From an optimization exercise on the open Yosys and OpenROAD flow, aimed at small area and a short achievable clock period; shortcuts taken in it are not production practice.
Function not checked in this run: the RTL went through the layout flow alone.

File: design/flow/design.v
`timescale 1ns/1ps
module half_adder(input a,b,output sum,carry);
  assign sum = a ^ b;
  assign carry = a & b;
endmodule
`timescale 1ns/1ps
module full_adder( output sum,carry, input a,b,c);
  wire w1, w2, w3;
  half_adder HA1(.a(a), .b(b), .sum(w1), .carry(w2));
  half_adder HA2(.a(w1), .b(c), .sum(sum), .carry(w3));
  or or1(carry, w2, w3);
endmodule
`timescale 1ns/1ps
module RCA_16bit(output cout, output [15:0] sum, input [15:0] a, b);
    wire [14:0] c;
    full_adder F0(.a(a[0]), .b(b[0]), .c(1'b0), .sum(sum[0]), .carry(c[0]));
    full_adder F1(.a(a[1]), .b(b[1]), .c(c[0]), .sum(sum[1]), .carry(c[1]));
    full_adder F2(.a(a[2]), .b(b[2]), .c(c[1]), .sum(sum[2]), .carry(c[2]));
    full_adder F3(.a(a[3]), .b(b[3]), .c(c[2]), .sum(sum[3]), .carry(c[3]));
    full_adder F4(.a(a[4]), .b(b[4]), .c(c[3]), .sum(sum[4]), .carry(c[4]));
    full_adder F5(.a(a[5]), .b(b[5]), .c(c[4]), .sum(sum[5]), .carry(c[5]));
    full_adder F6(.a(a[6]), .b(b[6]), .c(c[5]), .sum(sum[6]), .carry(c[6]));
    full_adder F7(.a(a[7]), .b(b[7]), .c(c[6]), .sum(sum[7]), .carry(c[7]));
    full_adder F8(.a(a[8]), .b(b[8]), .c(c[7]), .sum(sum[8]), .carry(c[8]));
    full_adder F9(.a(a[9]), .b(b[9]), .c(c[8]), .sum(sum[9]), .carry(c[9]));
    full_adder F10(.a(a[10]), .b(b[10]), .c(c[9]), .sum(sum[10]), .carry(c[10]));
    full_adder F11(.a(a[11]), .b(b[11]), .c(c[10]), .sum(sum[11]), .carry(c[11]));
    full_adder F12(.a(a[12]), .b(b[12]), .c(c[11]), .sum(sum[12]), .carry(c[12]));
    full_adder F13(.a(a[13]), .b(b[13]), .c(c[12]), .sum(sum[13]), .carry(c[13]));
    full_adder F14(.a(a[14]), .b(b[14]), .c(c[13]), .sum(sum[14]), .carry(c[14]));
    full_adder F15(.a(a[15]), .b(b[15]), .c(c[14]), .sum(sum[15]), .carry(cout));
endmodule
`timescale 1ns/1ps
module d_ff(input clk,input [15:0]d,output reg [15:0]q);
  always@(posedge clk)
      q<=d;       
endmodule         
`timescale 1ns / 1ps
module Braun_Multiplier(
    input [7:0] a, b,
    output [15:0] p
);
    wire [15:0] sum_0, sum_1, sum_2, sum_3, sum_4, sum_5, sum_6, sum_7;
    wire [7:0] partial_product[7:0];
    genvar i, j;
    generate
        for (i = 0; i < 8; i = i + 1) begin
            for (j = 0; j < 8; j = j + 1) begin
                assign partial_product[i][j] = a[i] & b[j];   
            end
        end
    endgenerate
    assign sum_0 = {8'b0, partial_product[0]};
    assign sum_1 = {partial_product[1], 1'b0} + sum_0;
    assign sum_2 = {partial_product[2], 2'b0} + sum_1;
    assign sum_3 = {partial_product[3], 3'b0} + sum_2;
    assign sum_4 = {partial_product[4], 4'b0} + sum_3;
    assign sum_5 = {partial_product[5], 5'b0} + sum_4;
    assign sum_6 = {partial_product[6], 6'b0} + sum_5;
    assign sum_7 = {partial_product[7], 7'b0} + sum_6;
    assign p = sum_7;
endmodule
module FIR_Top(input clk, input [7:0] Xin, H0, H1, H2, output reg [15:0] Yout);
  reg [7:0] X1;
  reg [7:0] X2;
  reg [7:0] H11;
  reg [7:0] H21;
  reg [7:0] H22;
  wire a1 = Xin[0] & H0[0];
  wire a2 = Xin[0] & H0[1];
  wire a3 = Xin[0] & H0[2];
  wire a4 = Xin[0] & H0[3];
  wire a5 = Xin[0] & H0[4];
  wire a6 = Xin[0] & H0[5];
  wire a7 = Xin[0] & H0[6];
  wire a8 = Xin[0] & H0[7];
  wire a9 = Xin[1] & H0[0];
  wire a10 = Xin[1] & H0[1];
  wire a11 = Xin[1] & H0[2];
  wire a12 = Xin[1] & H0[3];
  wire a13 = Xin[1] & H0[4];
  wire a14 = Xin[1] & H0[5];
  wire a15 = Xin[1] & H0[6];
  wire a16 = Xin[1] & H0[7];
  wire a17 = Xin[2] & H0[0];
  wire a18 = Xin[2] & H0[1];
  wire a19 = Xin[2] & H0[2];
  wire a20 = Xin[2] & H0[3];
  wire a21 = Xin[2] & H0[4];
  wire a22 = Xin[2] & H0[5];
  wire a23 = Xin[2] & H0[6];
  wire a24 = Xin[2] & H0[7];
  wire a25 = Xin[3] & H0[0];
  wire a26 = Xin[3] & H0[1];
  wire a27 = Xin[3] & H0[2];
  wire a28 = Xin[3] & H0[3];
  wire a29 = Xin[3] & H0[4];
  wire a30 = Xin[3] & H0[5];
  wire a31 = Xin[3] & H0[6];
  wire a32 = Xin[3] & H0[7];
  wire a33 = Xin[4] & H0[0];
  wire a34 = Xin[4] & H0[1];
  wire a35 = Xin[4] & H0[2];
  wire a36 = Xin[4] & H0[3];
  wire a37 = Xin[4] & H0[4];
  wire a38 = Xin[4] & H0[5];
  wire a39 = Xin[4] & H0[6];
  wire a40 = Xin[4] & H0[7];
  wire a41 = Xin[5] & H0[0];
  wire a42 = Xin[5] & H0[1];
  wire a43 = Xin[5] & H0[2];
  wire a44 = Xin[5] & H0[3];
  wire a45 = Xin[5] & H0[4];
  wire a46 = Xin[5] & H0[5];
  wire a47 = Xin[5] & H0[6];
  wire a48 = Xin[5] & H0[7];
  wire a49 = Xin[6] & H0[0];
  wire a50 = Xin[6] & H0[1];
  wire a51 = Xin[6] & H0[2];
  wire a52 = Xin[6] & H0[3];
  wire a53 = Xin[6] & H0[4];
  wire a54 = Xin[6] & H0[5];
  wire a55 = Xin[6] & H0[6];
  wire a56 = Xin[6] & H0[7];
  wire a57 = Xin[7] & H0[0];
  wire a58 = Xin[7] & H0[1];
  wire a59 = Xin[7] & H0[2];
  wire a60 = Xin[7] & H0[3];
  wire a61 = Xin[7] & H0[4];
  wire a62 = Xin[7] & H0[5];
  wire a63 = Xin[7] & H0[6];
  wire a64 = Xin[7] & H0[7];
  wire a65 = X1[0] & H11[0];
  wire a66 = X1[0] & H11[1];
  wire a67 = X1[0] & H11[2];
  wire a68 = X1[0] & H11[3];
  wire a69 = X1[0] & H11[4];
  wire a70 = X1[0] & H11[5];
  wire a71 = X1[0] & H11[6];
  wire a72 = X1[0] & H11[7];
  wire a73 = X1[1] & H11[0];
  wire a74 = X1[1] & H11[1];
  wire a75 = X1[1] & H11[2];
  wire a76 = X1[1] & H11[3];
  wire a77 = X1[1] & H11[4];
  wire a78 = X1[1] & H11[5];
  wire a79 = X1[1] & H11[6];
  wire a80 = X1[1] & H11[7];
  wire a81 = X1[2] & H11[0];
  wire a82 = X1[2] & H11[1];
  wire a83 = X1[2] & H11[2];
  wire a84 = X1[2] & H11[3];
  wire a85 = X1[2] & H11[4];
  wire a86 = X1[2] & H11[5];
  wire a87 = X1[2] & H11[6];
  wire a88 = X1[2] & H11[7];
  wire a89 = X1[3] & H11[0];
  wire a90 = X1[3] & H11[1];
  wire a91 = X1[3] & H11[2];
  wire a92 = X1[3] & H11[3];
  wire a93 = X1[3] & H11[4];
  wire a94 = X1[3] & H11[5];
  wire a95 = X1[3] & H11[6];
  wire a96 = X1[3] & H11[7];
  wire a97 = X1[4] & H11[0];
  wire a98 = X1[4] & H11[1];
  wire a99 = X1[4] & H11[2];
  wire a100 = X1[4] & H11[3];
  wire a101 = X1[4] & H11[4];
  wire a102 = X1[4] & H11[5];
  wire a103 = X1[4] & H11[6];
  wire a104 = X1[4] & H11[7];
  wire a105 = X1[5] & H11[0];
  wire a106 = X1[5] & H11[1];
  wire a107 = X1[5] & H11[2];
  wire a108 = X1[5] & H11[3];
  wire a109 = X1[5] & H11[4];
  wire a110 = X1[5] & H11[5];
  wire a111 = X1[5] & H11[6];
  wire a112 = X1[5] & H11[7];
  wire a113 = X1[6] & H11[0];
  wire a114 = X1[6] & H11[1];
  wire a115 = X1[6] & H11[2];
  wire a116 = X1[6] & H11[3];
  wire a117 = X1[6] & H11[4];
  wire a118 = X1[6] & H11[5];
  wire a119 = X1[6] & H11[6];
  wire a120 = X1[6] & H11[7];
  wire a121 = X1[7] & H11[0];
  wire a122 = X1[7] & H11[1];
  wire a123 = X1[7] & H11[2];
  wire a124 = X1[7] & H11[3];
  wire a125 = X1[7] & H11[4];
  wire a126 = X1[7] & H11[5];
  wire a127 = X1[7] & H11[6];
  wire a128 = X1[7] & H11[7];
  wire a129 = X2[0] & H22[0];
  wire a130 = X2[0] & H22[1];
  wire a131 = X2[0] & H22[2];
  wire a132 = X2[0] & H22[3];
  wire a133 = X2[0] & H22[4];
  wire a134 = X2[0] & H22[5];
  wire a135 = X2[0] & H22[6];
  wire a136 = X2[0] & H22[7];
  wire a137 = X2[1] & H22[0];
  wire a138 = X2[1] & H22[1];
  wire a139 = X2[1] & H22[2];
  wire a140 = X2[1] & H22[3];
  wire a141 = X2[1] & H22[4];
  wire a142 = X2[1] & H22[5];
  wire a143 = X2[1] & H22[6];
  wire a144 = X2[1] & H22[7];
  wire a145 = X2[2] & H22[0];
  wire a146 = X2[2] & H22[1];
  wire a147 = X2[2] & H22[2];
  wire a148 = X2[2] & H22[3];
  wire a149 = X2[2] & H22[4];
  wire a150 = X2[2] & H22[5];
  wire a151 = X2[2] & H22[6];
  wire a152 = X2[2] & H22[7];
  wire a153 = X2[3] & H22[0];
  wire a154 = X2[3] & H22[1];
  wire a155 = X2[3] & H22[2];
  wire a156 = X2[3] & H22[3];
  wire a157 = X2[3] & H22[4];
  wire a158 = X2[3] & H22[5];
  wire a159 = X2[3] & H22[6];
  wire a160 = X2[3] & H22[7];
  wire a161 = X2[4] & H22[0];
  wire a162 = X2[4] & H22[1];
  wire a163 = X2[4] & H22[2];
  wire a164 = X2[4] & H22[3];
  wire a165 = X2[4] & H22[4];
  wire a166 = X2[4] & H22[5];
  wire a167 = X2[4] & H22[6];
  wire a168 = X2[4] & H22[7];
  wire a169 = X2[5] & H22[0];
  wire a170 = X2[5] & H22[1];
  wire a171 = X2[5] & H22[2];
  wire a172 = X2[5] & H22[3];
  wire a173 = X2[5] & H22[4];
  wire a174 = X2[5] & H22[5];
  wire a175 = X2[5] & H22[6];
  wire a176 = X2[5] & H22[7];
  wire a177 = X2[6] & H22[0];
  wire a178 = X2[6] & H22[1];
  wire a179 = X2[6] & H22[2];
  wire a180 = X2[6] & H22[3];
  wire a181 = X2[6] & H22[4];
  wire a182 = X2[6] & H22[5];
  wire a183 = X2[6] & H22[6];
  wire a184 = X2[6] & H22[7];
  wire a185 = X2[7] & H22[0];
  wire a186 = X2[7] & H22[1];
  wire a187 = X2[7] & H22[2];
  wire a188 = X2[7] & H22[3];
  wire a189 = X2[7] & H22[4];
  wire a190 = X2[7] & H22[5];
  wire a191 = X2[7] & H22[6];
  wire a192 = X2[7] & H22[7];
  wire s193 = a71 ^ a78 ^ a85;
  wire c194 = (a71 & a78) | (a85 & (a71 ^ a78));
  wire s195 = a72 ^ a79 ^ a86;
  wire c196 = (a72 & a79) | (a86 & (a72 ^ a79));
  wire s197 = a93 ^ a100 ^ a107;
  wire c198 = (a93 & a100) | (a107 & (a93 ^ a100));
  wire s199 = a114 ^ a121 ^ a136;
  wire c200 = (a114 & a121) | (a136 & (a114 ^ a121));
  wire s201 = a80 ^ a87 ^ a94;
  wire c202 = (a80 & a87) | (a94 & (a80 ^ a87));
  wire s203 = a101 ^ a108 ^ a115;
  wire c204 = (a101 & a108) | (a115 & (a101 ^ a108));
  wire s205 = a122 ^ a144;
  wire c206 = a122 & a144;
  wire s207 = a88 ^ a95 ^ a102;
  wire c208 = (a88 & a95) | (a102 & (a88 ^ a95));
  wire s209 = a69 ^ a76 ^ a83;
  wire c210 = (a69 & a76) | (a83 & (a69 ^ a76));
  wire s211 = a70 ^ a77 ^ a84;
  wire c212 = (a70 & a77) | (a84 & (a70 ^ a77));
  wire s213 = a91 ^ a98 ^ a105;
  wire c214 = (a91 & a98) | (a105 & (a91 ^ a98));
  wire s215 = a134 ^ a141 ^ a148;
  wire c216 = (a134 & a141) | (a148 & (a134 ^ a141));
  wire s217 = a92 ^ a99 ^ a106;
  wire c218 = (a92 & a99) | (a106 & (a92 ^ a99));
  wire s219 = a113 ^ a135 ^ a142;
  wire c220 = (a113 & a135) | (a142 & (a113 ^ a135));
  wire s221 = a149 ^ a156 ^ a163;
  wire c222 = (a149 & a156) | (a163 & (a149 ^ a156));
  wire s223 = a170 ^ a177 ^ s193;
  wire c224 = (a170 & a177) | (s193 & (a170 ^ a177));
  wire s225 = a7 ^ a14;
  wire c226 = a7 & a14;
  wire s227 = a143 ^ a150 ^ a157;
  wire c228 = (a143 & a150) | (a157 & (a143 ^ a150));
  wire s229 = a164 ^ a171 ^ a178;
  wire c230 = (a164 & a171) | (a178 & (a164 ^ a171));
  wire s231 = a185 ^ c194 ^ s195;
  wire c232 = (a185 & c194) | (s195 & (a185 ^ c194));
  wire s233 = s197 ^ s199 ^ a8;
  wire c234 = (s197 & s199) | (a8 & (s197 ^ s199));
  wire s235 = a15 ^ a22 ^ a29;
  wire c236 = (a15 & a22) | (a29 & (a15 ^ a22));
  wire s237 = a36 ^ a43;
  wire c238 = a36 & a43;
  wire s239 = a151 ^ a158 ^ a165;
  wire c240 = (a151 & a158) | (a165 & (a151 ^ a158));
  wire s241 = a172 ^ a179 ^ a186;
  wire c242 = (a172 & a179) | (a186 & (a172 ^ a179));
  wire s243 = s205 ^ c196 ^ c198;
  wire c244 = (s205 & c196) | (c198 & (s205 ^ c196));
  wire s245 = c200 ^ s201 ^ s203;
  wire c246 = (c200 & s201) | (s203 & (c200 ^ s201));
  wire s247 = a16 ^ a23 ^ a30;
  wire c248 = (a16 & a23) | (a30 & (a16 ^ a23));
  wire s249 = a37 ^ a44 ^ a51;
  wire c250 = (a37 & a44) | (a51 & (a37 ^ a44));
  wire s251 = a109 ^ a116 ^ a123;
  wire c252 = (a109 & a116) | (a123 & (a109 ^ a116));
  wire s253 = a152 ^ a159 ^ a166;
  wire c254 = (a152 & a159) | (a166 & (a152 ^ a159));
  wire s255 = a173 ^ a180 ^ a187;
  wire c256 = (a173 & a180) | (a187 & (a173 ^ a180));
  wire s257 = c206 ^ c202 ^ c204;
  wire c258 = (c206 & c202) | (c204 & (c206 ^ c202));
  wire s259 = s207 ^ a24 ^ a31;
  wire c260 = (s207 & a24) | (a31 & (s207 ^ a24));
  wire s261 = a38 ^ a45 ^ a52;
  wire c262 = (a38 & a45) | (a52 & (a38 ^ a45));
  wire s263 = a96 ^ a103 ^ a110;
  wire c264 = (a96 & a103) | (a110 & (a96 ^ a103));
  wire s265 = a117 ^ a124 ^ a160;
  wire c266 = (a117 & a124) | (a160 & (a117 ^ a124));
  wire s267 = a167 ^ a174 ^ a181;
  wire c268 = (a167 & a174) | (a181 & (a167 ^ a174));
  wire s269 = a188 ^ c208 ^ a32;
  wire c270 = (a188 & c208) | (a32 & (a188 ^ c208));
  wire s271 = a39 ^ a46;
  wire c272 = a39 & a46;
  wire s273 = a104 ^ a111 ^ a118;
  wire c274 = (a104 & a111) | (a118 & (a104 ^ a111));
  wire s275 = a125 ^ a168 ^ a175;
  wire c276 = (a125 & a168) | (a175 & (a125 ^ a168));
  wire s277 = a68 ^ a75 ^ a82;
  wire c278 = (a68 & a75) | (a82 & (a68 ^ a75));
  wire s279 = a89 ^ a132;
  wire c280 = a89 & a132;
  wire s281 = a90 ^ a97 ^ a133;
  wire c282 = (a90 & a97) | (a133 & (a90 ^ a97));
  wire s283 = a140 ^ a147 ^ a154;
  wire c284 = (a140 & a147) | (a154 & (a140 ^ a147));
  wire s285 = a161 ^ s209 ^ a5;
  wire c286 = (a161 & s209) | (a5 & (a161 ^ s209));
  wire s287 = a155 ^ a162 ^ a169;
  wire c288 = (a155 & a162) | (a169 & (a155 ^ a162));
  wire s289 = c210 ^ s211 ^ s213;
  wire c290 = (c210 & s211) | (s213 & (c210 ^ s211));
  wire s291 = s215 ^ a6 ^ a13;
  wire c292 = (s215 & a6) | (a13 & (s215 ^ a6));
  wire s293 = a20 ^ a27;
  wire c294 = a20 & a27;
  wire s295 = c212 ^ c214 ^ c216;
  wire c296 = (c212 & c214) | (c216 & (c212 ^ c214));
  wire s297 = s217 ^ s219 ^ s221;
  wire c298 = (s217 & s219) | (s221 & (s217 ^ s219));
  wire s299 = s223 ^ a21 ^ a28;
  wire c300 = (s223 & a21) | (a28 & (s223 ^ a21));
  wire s301 = a35 ^ a42 ^ a49;
  wire c302 = (a35 & a42) | (a49 & (a35 ^ a42));
  wire s303 = c218 ^ c220 ^ c222;
  wire c304 = (c218 & c220) | (c222 & (c218 ^ c220));
  wire s305 = s227 ^ s229 ^ c224;
  wire c306 = (s227 & s229) | (c224 & (s227 ^ s229));
  wire s307 = s231 ^ a50 ^ a57;
  wire c308 = (s231 & a50) | (a57 & (s231 ^ a50));
  wire s309 = c226 ^ s237 ^ s233;
  wire c310 = (c226 & s237) | (s233 & (c226 ^ s237));
  wire s311 = c228 ^ c230 ^ s239;
  wire c312 = (c228 & c230) | (s239 & (c228 ^ c230));
  wire s313 = s241 ^ c232 ^ s243;
  wire c314 = (s241 & c232) | (s243 & (s241 ^ c232));
  wire s315 = s245 ^ a58 ^ c238;
  wire c316 = (s245 & a58) | (c238 & (s245 ^ a58));
  wire s317 = c234 ^ c236 ^ s247;
  wire c318 = (c234 & c236) | (s247 & (c234 ^ c236));
  wire s319 = c240 ^ c242 ^ s251;
  wire c320 = (c240 & c242) | (s251 & (c240 ^ c242));
  wire s321 = s253 ^ s255 ^ c244;
  wire c322 = (s253 & s255) | (c244 & (s253 ^ s255));
  wire s323 = c246 ^ s257 ^ a59;
  wire c324 = (c246 & s257) | (a59 & (c246 ^ s257));
  wire s325 = c248 ^ c250 ^ s259;
  wire c326 = (c248 & c250) | (s259 & (c248 ^ c250));
  wire s327 = c252 ^ c254 ^ c256;
  wire c328 = (c252 & c254) | (c256 & (c252 ^ c254));
  wire s329 = s263 ^ s265 ^ s267;
  wire c330 = (s263 & s265) | (s267 & (s263 ^ s265));
  wire s331 = c258 ^ a53 ^ a60;
  wire c332 = (c258 & a53) | (a60 & (c258 ^ a53));
  wire s333 = s271 ^ c260 ^ c262;
  wire c334 = (s271 & c260) | (c262 & (s271 ^ c260));
  wire s335 = a182 ^ a189 ^ c264;
  wire c336 = (a182 & a189) | (c264 & (a182 ^ a189));
  wire s337 = c266 ^ c268 ^ s273;
  wire c338 = (c266 & c268) | (s273 & (c266 ^ c268));
  wire s339 = s275 ^ a40 ^ a47;
  wire c340 = (s275 & a40) | (a47 & (s275 ^ a40));
  wire s341 = a54 ^ a61 ^ c272;
  wire c342 = (a54 & a61) | (c272 & (a54 ^ a61));
  wire s343 = a112 ^ a119 ^ a126;
  wire c344 = (a112 & a119) | (a126 & (a112 ^ a119));
  wire s345 = a176 ^ a183 ^ a190;
  wire c346 = (a176 & a183) | (a190 & (a176 ^ a183));
  wire s347 = c274 ^ c276 ^ a48;
  wire c348 = (c274 & c276) | (a48 & (c274 ^ c276));
  wire s349 = a67 ^ a74 ^ a81;
  wire c350 = (a67 & a74) | (a81 & (a67 ^ a74));
  wire s351 = a131 ^ a138;
  wire c352 = a131 & a138;
  wire s353 = a139 ^ a146 ^ a153;
  wire c354 = (a139 & a146) | (a153 & (a139 ^ a146));
  wire s355 = s279 ^ s277 ^ a4;
  wire c356 = (s279 & s277) | (a4 & (s279 ^ s277));
  wire s357 = a11 ^ a18;
  wire c358 = a11 & a18;
  wire s359 = c280 ^ c278 ^ s281;
  wire c360 = (c280 & c278) | (s281 & (c280 ^ c278));
  wire s361 = s283 ^ a12 ^ a19;
  wire c362 = (s283 & a12) | (a19 & (s283 ^ a12));
  wire s363 = a26 ^ a33 ^ s285;
  wire c364 = (a26 & a33) | (s285 & (a26 ^ a33));
  wire s365 = c282 ^ c284 ^ s287;
  wire c366 = (c282 & c284) | (s287 & (c282 ^ c284));
  wire s367 = s289 ^ a34 ^ a41;
  wire c368 = (s289 & a34) | (a41 & (s289 ^ a34));
  wire s369 = s293 ^ c286 ^ s291;
  wire c370 = (s293 & c286) | (s291 & (s293 ^ c286));
  wire s371 = c288 ^ c290 ^ s295;
  wire c372 = (c288 & c290) | (s295 & (c288 ^ c290));
  wire s373 = s297 ^ c294 ^ s225;
  wire c374 = (s297 & c294) | (s225 & (s297 ^ c294));
  wire s375 = c292 ^ s299 ^ s301;
  wire c376 = (c292 & s299) | (s301 & (c292 ^ s299));
  wire s377 = c296 ^ c298 ^ s303;
  wire c378 = (c296 & c298) | (s303 & (c296 ^ c298));
  wire s379 = s305 ^ c300 ^ c302;
  wire c380 = (s305 & c300) | (c302 & (s305 ^ c300));
  wire s381 = s307 ^ s235 ^ s309;
  wire c382 = (s307 & s235) | (s309 & (s307 ^ s235));
  wire s383 = c304 ^ s311 ^ c306;
  wire c384 = (c304 & s311) | (c306 & (c304 ^ s311));
  wire s385 = s313 ^ c308 ^ s249;
  wire c386 = (s313 & c308) | (s249 & (s313 ^ c308));
  wire s387 = s315 ^ c310 ^ s317;
  wire c388 = (s315 & c310) | (s317 & (s315 ^ c310));
  wire s389 = c312 ^ s319 ^ c314;
  wire c390 = (c312 & s319) | (c314 & (c312 ^ s319));
  wire s391 = s321 ^ s323 ^ s261;
  wire c392 = (s321 & s323) | (s261 & (s321 ^ s323));
  wire s393 = c316 ^ c318 ^ s325;
  wire c394 = (c316 & c318) | (s325 & (c316 ^ c318));
  wire s395 = c320 ^ s327 ^ s329;
  wire c396 = (c320 & s327) | (s329 & (c320 ^ s327));
  wire s397 = c322 ^ c324 ^ s331;
  wire c398 = (c322 & c324) | (s331 & (c322 ^ c324));
  wire s399 = s269 ^ c326 ^ s333;
  wire c400 = (s269 & c326) | (s333 & (s269 ^ c326));
  wire s401 = c328 ^ c330 ^ s335;
  wire c402 = (c328 & c330) | (s335 & (c328 ^ c330));
  wire s403 = s337 ^ c332 ^ c270;
  wire c404 = (s337 & c332) | (c270 & (s337 ^ c332));
  wire s405 = s339 ^ s341 ^ c334;
  wire c406 = (s339 & s341) | (c334 & (s339 ^ s341));
  wire s407 = s343 ^ s345 ^ c336;
  wire c408 = (s343 & s345) | (c336 & (s343 ^ s345));
  wire s409 = c338 ^ a55 ^ a62;
  wire c410 = (c338 & a55) | (a62 & (c338 ^ a55));
  wire s411 = c340 ^ s347 ^ c342;
  wire c412 = (c340 & s347) | (c342 & (c340 ^ s347));
  wire s413 = a120 ^ a127 ^ a184;
  wire c414 = (a120 & a127) | (a184 & (a120 ^ a127));
  wire s415 = a191 ^ c344 ^ c346;
  wire c416 = (a191 & c344) | (c346 & (a191 ^ c344));
  wire s417 = a56 ^ a63 ^ c348;
  wire c418 = (a56 & a63) | (c348 & (a56 ^ a63));
  wire s419 = a66 ^ a73 ^ a130;
  wire c420 = (a66 & a73) | (a130 & (a66 ^ a73));
  wire s421 = a145 ^ s351 ^ s349;
  wire c422 = (a145 & s351) | (s349 & (a145 ^ s351));
  wire s423 = a3 ^ a10;
  wire c424 = a3 & a10;
  wire s425 = c352 ^ c350 ^ s353;
  wire c426 = (c352 & c350) | (s353 & (c352 ^ c350));
  wire s427 = a25 ^ s357 ^ s355;
  wire c428 = (a25 & s357) | (s355 & (a25 ^ s357));
  wire s429 = c354 ^ s359 ^ c358;
  wire c430 = (c354 & s359) | (c358 & (c354 ^ s359));
  wire s431 = c356 ^ s361 ^ s363;
  wire c432 = (c356 & s361) | (s363 & (c356 ^ s361));
  wire s433 = c360 ^ s365 ^ c362;
  wire c434 = (c360 & s365) | (c362 & (c360 ^ s365));
  wire s435 = s367 ^ c364 ^ s369;
  wire c436 = (s367 & c364) | (s369 & (s367 ^ c364));
  wire s437 = c366 ^ s371 ^ c368;
  wire c438 = (c366 & s371) | (c368 & (c366 ^ s371));
  wire s439 = s373 ^ c370 ^ s375;
  wire c440 = (s373 & c370) | (s375 & (s373 ^ c370));
  wire s441 = c372 ^ s377 ^ c374;
  wire c442 = (c372 & s377) | (c374 & (c372 ^ s377));
  wire s443 = c376 ^ s379 ^ s381;
  wire c444 = (c376 & s379) | (s381 & (c376 ^ s379));
  wire s445 = c378 ^ s383 ^ c380;
  wire c446 = (c378 & s383) | (c380 & (c378 ^ s383));
  wire s447 = s385 ^ c382 ^ s387;
  wire c448 = (s385 & c382) | (s387 & (s385 ^ c382));
  wire s449 = c384 ^ s389 ^ c386;
  wire c450 = (c384 & s389) | (c386 & (c384 ^ s389));
  wire s451 = s391 ^ c388 ^ s393;
  wire c452 = (s391 & c388) | (s393 & (s391 ^ c388));
  wire s453 = s395 ^ c390 ^ c392;
  wire c454 = (s395 & c390) | (c392 & (s395 ^ c390));
  wire s455 = s397 ^ c394 ^ s399;
  wire c456 = (s397 & c394) | (s399 & (s397 ^ c394));
  wire s457 = c396 ^ s401 ^ c398;
  wire c458 = (c396 & s401) | (c398 & (c396 ^ s401));
  wire s459 = s403 ^ c400 ^ s405;
  wire c460 = (s403 & c400) | (s405 & (s403 ^ c400));
  wire s461 = c402 ^ s407 ^ s409;
  wire c462 = (c402 & s407) | (s409 & (c402 ^ s407));
  wire s463 = c404 ^ s411 ^ c406;
  wire c464 = (c404 & s411) | (c406 & (c404 ^ s411));
  wire s465 = s413 ^ s415 ^ c408;
  wire c466 = (s413 & s415) | (c408 & (s413 ^ s415));
  wire s467 = c410 ^ s417 ^ c412;
  wire c468 = (c410 & s417) | (c412 & (c410 ^ s417));
  wire s469 = a128 ^ a192 ^ c414;
  wire c470 = (a128 & a192) | (c414 & (a128 ^ a192));
  wire s471 = c416 ^ a64 ^ c418;
  wire c472 = (c416 & a64) | (c418 & (c416 ^ a64));
  wire s473 = a137 ^ s419;
  wire c474 = a137 & s419;
  wire s475 = c420 ^ s421 ^ a17;
  wire c476 = (c420 & s421) | (a17 & (c420 ^ s421));
  wire s477 = c422 ^ s425 ^ c424;
  wire c478 = (c422 & s425) | (c424 & (c422 ^ s425));
  wire s479 = c426 ^ s429 ^ c428;
  wire c480 = (c426 & s429) | (c428 & (c426 ^ s429));
  wire s481 = c430 ^ s433 ^ c432;
  wire c482 = (c430 & s433) | (c432 & (c430 ^ s433));
  wire s483 = c434 ^ s437 ^ c436;
  wire c484 = (c434 & s437) | (c436 & (c434 ^ s437));
  wire s485 = c438 ^ s441 ^ c440;
  wire c486 = (c438 & s441) | (c440 & (c438 ^ s441));
  wire s487 = c442 ^ s445 ^ c444;
  wire c488 = (c442 & s445) | (c444 & (c442 ^ s445));
  wire s489 = c446 ^ s449 ^ c448;
  wire c490 = (c446 & s449) | (c448 & (c446 ^ s449));
  wire s491 = c450 ^ s453 ^ c452;
  wire c492 = (c450 & s453) | (c452 & (c450 ^ s453));
  wire s493 = c454 ^ s457 ^ c456;
  wire c494 = (c454 & s457) | (c456 & (c454 ^ s457));
  wire s495 = s461 ^ c458 ^ c460;
  wire c496 = (s461 & c458) | (c460 & (s461 ^ c458));
  wire s497 = s465 ^ c462 ^ s467;
  wire c498 = (s465 & c462) | (s467 & (s465 ^ c462));
  wire s499 = s469 ^ c466 ^ s471;
  wire c500 = (s469 & c466) | (s471 & (s469 ^ c466));
  wire s501 = a65 ^ a129;
  wire c502 = a65 & a129;
  wire s503 = s473 ^ a2 ^ a9;
  wire c504 = (s473 & a2) | (a9 & (s473 ^ a2));
  wire s505 = c474 ^ s423 ^ s475;
  wire c506 = (c474 & s423) | (s475 & (c474 ^ s423));
  wire s507 = c476 ^ s477 ^ s427;
  wire c508 = (c476 & s477) | (s427 & (c476 ^ s477));
  wire s509 = c478 ^ s479 ^ s431;
  wire c510 = (c478 & s479) | (s431 & (c478 ^ s479));
  wire s511 = c480 ^ s435 ^ s481;
  wire c512 = (c480 & s435) | (s481 & (c480 ^ s435));
  wire s513 = s439 ^ c482 ^ s483;
  wire c514 = (s439 & c482) | (s483 & (s439 ^ c482));
  wire s515 = c484 ^ s485 ^ s443;
  wire c516 = (c484 & s485) | (s443 & (c484 ^ s485));
  wire s517 = c486 ^ s447 ^ s487;
  wire c518 = (c486 & s447) | (s487 & (c486 ^ s447));
  wire s519 = s451 ^ c488 ^ s489;
  wire c520 = (s451 & c488) | (s489 & (s451 ^ c488));
  wire s521 = s455 ^ c490 ^ s491;
  wire c522 = (s455 & c490) | (s491 & (s455 ^ c490));
  wire s523 = s459 ^ c492 ^ s493;
  wire c524 = (s459 & c492) | (s493 & (s459 ^ c492));
  wire s525 = s463 ^ s495 ^ c494;
  wire c526 = (s463 & s495) | (c494 & (s463 ^ s495));
  wire s527 = c464 ^ s497 ^ c496;
  wire c528 = (c464 & s497) | (c496 & (c464 ^ s497));
  wire s529 = c468 ^ s499 ^ c498;
  wire c530 = (c468 & s499) | (c498 & (c468 ^ s499));
  wire s531 = c470 ^ c472 ^ c500;
  wire p532 = s501 ^ a1;
  wire g533 = s501 & a1;
  wire p534 = c502 ^ s503;
  wire g535 = c502 & s503;
  wire p536 = c504 ^ s505;
  wire g537 = c504 & s505;
  wire p538 = c506 ^ s507;
  wire g539 = c506 & s507;
  wire p540 = c508 ^ s509;
  wire g541 = c508 & s509;
  wire p542 = c510 ^ s511;
  wire g543 = c510 & s511;
  wire p544 = c512 ^ s513;
  wire g545 = c512 & s513;
  wire p546 = c514 ^ s515;
  wire g547 = c514 & s515;
  wire p548 = c516 ^ s517;
  wire g549 = c516 & s517;
  wire p550 = c518 ^ s519;
  wire g551 = c518 & s519;
  wire p552 = c520 ^ s521;
  wire g553 = c520 & s521;
  wire p554 = c522 ^ s523;
  wire g555 = c522 & s523;
  wire p556 = c524 ^ s525;
  wire g557 = c524 & s525;
  wire p558 = c526 ^ s527;
  wire g559 = c526 & s527;
  wire p560 = c528 ^ s529;
  wire g561 = c528 & s529;
  wire p562 = c530 ^ s531;
  wire g563 = c530 & s531;
  wire G564 = g535 | (p534 & g533);
  wire P565 = p534 & p532;
  wire G566 = g539 | (p538 & g537);
  wire P567 = p538 & p536;
  wire G568 = g543 | (p542 & g541);
  wire P569 = p542 & p540;
  wire G570 = g547 | (p546 & g545);
  wire P571 = p546 & p544;
  wire G572 = g551 | (p550 & g549);
  wire P573 = p550 & p548;
  wire G574 = g555 | (p554 & g553);
  wire P575 = p554 & p552;
  wire G576 = g559 | (p558 & g557);
  wire P577 = p558 & p556;
  wire G578 = g563 | (p562 & g561);
  wire P579 = p562 & p560;
  wire G580 = g537 | (p536 & G564);
  wire P581 = p536 & P565;
  wire G582 = G566 | (P567 & G564);
  wire P583 = P567 & P565;
  wire G584 = g545 | (p544 & G568);
  wire P585 = p544 & P569;
  wire G586 = G570 | (P571 & G568);
  wire P587 = P571 & P569;
  wire G588 = g553 | (p552 & G572);
  wire P589 = p552 & P573;
  wire G590 = G574 | (P575 & G572);
  wire P591 = P575 & P573;
  wire G592 = g561 | (p560 & G576);
  wire P593 = p560 & P577;
  wire G594 = G578 | (P579 & G576);
  wire P595 = P579 & P577;
  wire G596 = g541 | (p540 & G582);
  wire P597 = p540 & P583;
  wire G598 = G568 | (P569 & G582);
  wire P599 = P569 & P583;
  wire G600 = G584 | (P585 & G582);
  wire P601 = P585 & P583;
  wire G602 = G586 | (P587 & G582);
  wire P603 = P587 & P583;
  wire G604 = g557 | (p556 & G590);
  wire P605 = p556 & P591;
  wire G606 = G576 | (P577 & G590);
  wire P607 = P577 & P591;
  wire G608 = G592 | (P593 & G590);
  wire P609 = P593 & P591;
  wire G610 = G594 | (P595 & G590);
  wire P611 = P595 & P591;
  wire G612 = g549 | (p548 & G602);
  wire P613 = p548 & P603;
  wire G614 = G572 | (P573 & G602);
  wire P615 = P573 & P603;
  wire G616 = G588 | (P589 & G602);
  wire P617 = P589 & P603;
  wire G618 = G590 | (P591 & G602);
  wire P619 = P591 & P603;
  wire G620 = G604 | (P605 & G602);
  wire P621 = P605 & P603;
  wire G622 = G606 | (P607 & G602);
  wire P623 = P607 & P603;
  wire G624 = G608 | (P609 & G602);
  wire P625 = P609 & P603;
  wire G626 = G610 | (P611 & G602);
  wire P627 = P611 & P603;
  wire y628 = p534 ^ g533;
  wire y629 = p536 ^ G564;
  wire y630 = p538 ^ G580;
  wire y631 = p540 ^ G582;
  wire y632 = p542 ^ G596;
  wire y633 = p544 ^ G598;
  wire y634 = p546 ^ G600;
  wire y635 = p548 ^ G602;
  wire y636 = p550 ^ G612;
  wire y637 = p552 ^ G614;
  wire y638 = p554 ^ G616;
  wire y639 = p556 ^ G618;
  wire y640 = p558 ^ G620;
  wire y641 = p560 ^ G622;
  wire y642 = p562 ^ G624;
  always @(posedge clk) begin
    X1 <= Xin;
    X2 <= X1;
    H11 <= H1;
    H21 <= H2;
    H22 <= H21;
    Yout <= {y642, y641, y640, y639, y638, y637, y636, y635, y634, y633, y632, y631, y630, y629, y628, p532};
  end
endmodule
File: design/flow/run.sh
#!/bin/bash
# synth_recipe.tcl (not shown) runs the flow's synth.tcl, then flattens the netlist and writes it again
# the make line also repeats each setting of config.mk as NAME=value (left out here)
make -C /OpenROAD-flow-scripts/flow DESIGN_CONFIG=/design/flow/config.mk WORK_HOME=/design/flow/orfs CLKGATE_MAP_FILE= SYNTH_SCRIPT=/design/flow/synth_recipe.tcl finish
File: design/flow/config.mk
export PLATFORM = sky130hd
export DESIGN_NAME = FIR_Top
export DESIGN_NICKNAME = FIR_Top
export VERILOG_FILES = /design/flow/design.v
export SDC_FILE = /design/flow/constraint.sdc
export NUM_CORES = 4
export LEC_CHECK = 0
export CAP_MARGIN = 20
export CORE_MARGIN = 2
export CORE_UTILIZATION = 40
export SETUP_SLACK_MARGIN = 3.5
export SLEW_MARGIN = 20
File: design/flow/constraint.sdc
create_clock -name core_clock -period 9.5 [get_ports {clk}]
set_input_delay 1.9000 -clock core_clock [delete_from_list [all_inputs] [get_ports {clk}]]
set_output_delay 1.9000 -clock core_clock [all_outputs]
set_load 0.01 [all_outputs]
==> summary.txt <==
post-synthesis cell count=around 590; clk sinks=56; Worst Hold Launch=H21[1]; fin crit period=between 5 and 6 ns; CP cell instances=buf_4 > and2_4 > fa_1 > inv_1 > fa_1 > fa_2 > fa_2 > fa_1 > inv_1 > fa_1 > ha_4 > a21oi_2 > o211ai_1 > buf_4 > a21oi_1 > o311ai_1; Post-Place Setup Slack=approximately 2.5 ns; max_cap viols=0; Post-synth top flop=dfxtp_1; final setup vio count=0; Fin Setup TNS=0 ns; Yosys reg bits=between 50 and 60; Clk Latency, worst-skew pair=~0.31 ns; post-route ant nets=0; initial core utilization=0.4133; fin cells=about 860; Buf/Inv on CP=4; FFs w/ async S/R, synth=0; Avg Vias per Cell=just under 5; Layout Area Growth over Synthesis=15.95%; clk_skew=0.01283 ns; Post-synth EDFFs=0; gr usage total=0.1982; R2R depth=18; Port Buffers=between 40 and 50; Inst Count DP=around 850; max-slew violation count=0; ANT cells=0; clock-pin transition on the worst setup and hold timing paths=around 0.090 ns; drt first-iter violations=between 150 and 200; first-pass GRT wire length=~25 mm; clock root cell=clkbuf_16; class of the worst hold path=reg -> reg; hold buffers post-CTS=0; WHS=0.3227 ns; unrepaired setup endpoints after global routing=true; worst path required time=approximately 9.7 ns; mapped cell area=approximately 6300 um2; worst stage delay on the critical path=between 0.5 and 0.6 ns; Commonest cells post-synth=fa_1, nand2_1, inv_1, and2_1, dfxtp_1; yosys warns=1; top cell type's share of synthesized area=0.5124; Synth area leaders=fa_1, dfxtp_1, and2_1; worst-margin pin slew=between 0.5 and 0.6 ns; worst hold stages=0; GPL Wtd Cong=0.8635; Pre-antenna DRT Iters=5; total number of vias=approximately 4200; Final HPWL DP=around 12 mm; setup ws final=between 3 and 4 ns; drt drc=0; FF-to-FF Start=X1[0]; Max-Slew Margin vs Limit=0.6440; status=complete, no violations; Min-Delay Endpoint=H22[1]; Syn Nets=809; largest area contributor in the netlist=fa_1; I/O pins=49; largest net degree at the start of global routing=19; Final Hold Vio Count=0; critical path class=in -> reg; CTS Buf Count=5; FMAX=approximately 170 MHz; NumNets Final=866; most frequent CP cell=fa_1; vias in the first global route=roughly 4900; Critical-path top delay cell=fa_1; Die Span Y=between 100 and 150 um; Synth cell types=26; Arrival @ worst endpoint=between 6 and 7 ns; Die Wd=~130 um; H-Tree Depth=2; layout cells sized above 1=0.08346; sequential share of the synthesized area=0.1771; setup slack, reg-to-reg=between 3 and 4 ns; initial antenna violation count=0; GRT Residual Overflow=0; routed len/inst=~18 um; syn avg cell area=around 11 um2; CORE AREA=15310 um2; Worst Setup Start Kind=input port; row count=45; final WL=roughly 15 mm; CTS tree=done; fin crit share=0.6240; CP top delay family=adder cells; CP endpoint kind=flop; Max Fanout on Critical Path=8; FF-to-FF End=Yout[14]; area of the die=approximately 17000 um2; count leader, synth=fa_1; Clock Tree Buf Depth=2
metrics by stage:
stage          instance area (um2)  utilization
2_1_floorplan                 6334            -
3_3_place_gp                  7074       0.4619
3_5_place_dp                  7074       0.4619
4_1_cts                       7262       0.4742
5_1_grt                       7340       0.4792
6_report                      7340       0.4792
timing repair:
item / CTS / global route
pin swaps: 3 / 16
gates resized for setup: 74 / 35
cloned: 0 / 0
endpoints found under the setup margin: 10 / 8
buffers inserted: 1 / 2
how the worst max path moves through the flow:
| stage | slack [ns] | depth (start not counted) | to | startpoint |
|---|---|---|---|---|
| 5_1_grt | 3.46 | 16 | Yout[15] | Xin[3] |
| 3_5_place_dp | 2.48 | 14 | Yout[15] | Xin[1] |
| 2_1_floorplan | 3.52 | 15 | Yout[9] | H0[4] |
| 3_3_place_gp | 2.57 | 16 | Yout[9] | Xin[0] |
| 4_1_cts | 3.49 | 16 | Yout[14] | Xin[1] |
| 6_report | 3.57 | 16 | Yout[15] | H0[7] |
metal layers:
layer	vias to the layer above	part of all wire	GRT usage	wire, um
met5	-	0	0	0
met4	0	0.029	0.05629	433
met3	35	0.065	0.03567	974
met2	162	0.52	0.3554	7790
met1	2195	0.39	0.2460	5871
li1	1856	-	-	-
sequential cells by signal, indices dropped and copies added, names as in the netlist:
signal	count
H21	8
Yout	16
H11	8
H22	8
X1	8
X2	8
cell families (layout without fill, tap and decap cells):
logic type	Yosys count	after routing	synth area share
adder cells (fa/ha/maj)	187	187	0.5618
flip-flops	56	56	0.1771
buffers and inverters	102	160	0.06049
XOR/XNOR	12	12	0.01660
AO/OA/AOI/OAI	24	24	0.02669
AND/OR/NAND/NOR	208	208	0.1573
placed cells by master, fill, tap and decap left out, types with 5 or more instances in the layout:
master / count
clkdlybuf4s50_1: 32
inv_1: 101
ha_1: 19
fa_2: 6
dfxtp_1: 56
clkbuf_16: 5
nand2_1: 114
xor2_1: 5
fa_1: 156
and2_1: 77
xnor2_1: 7
buf_2: 6
a21oi_2: 6
buf_4: 9
area by class of cell:
type                    instances  area (um2)
repair buffers                 51       444.2
clock buffers                   5       125.1
fillers                      1461        7975
inverters                     101       379.1
well taps                     211       264.0
multi-input cells             431        4960
flip-flops and latches         56        1121
clock inverters                 3       46.29

-- static timing again, ports no longer ideal --
No port has a modelled driver above. Below, the same layout with a new extraction and two added sets of constraints.
Step 1, drivers: a clkbuf_16 drives clk and a buf_2 each remaining input, both assumed.
Step 2 times the ports against the registers' clock, not the clock port: input delays grow and output delays shrink by t, the midpoint of the rising clock arrivals with the driver on.
Three values: ideal ports, drivers, drivers and shift; two values: the first two.
shift t [ns]: 0.350
setup slack, ns: 3.572 / 3.589 / 3.240
pins driven straight from the clock port: 1
After both steps this run still meets setup and hold. The setup slack of this run moves by +0.017 ns with the drivers and by -0.332 ns with both steps.
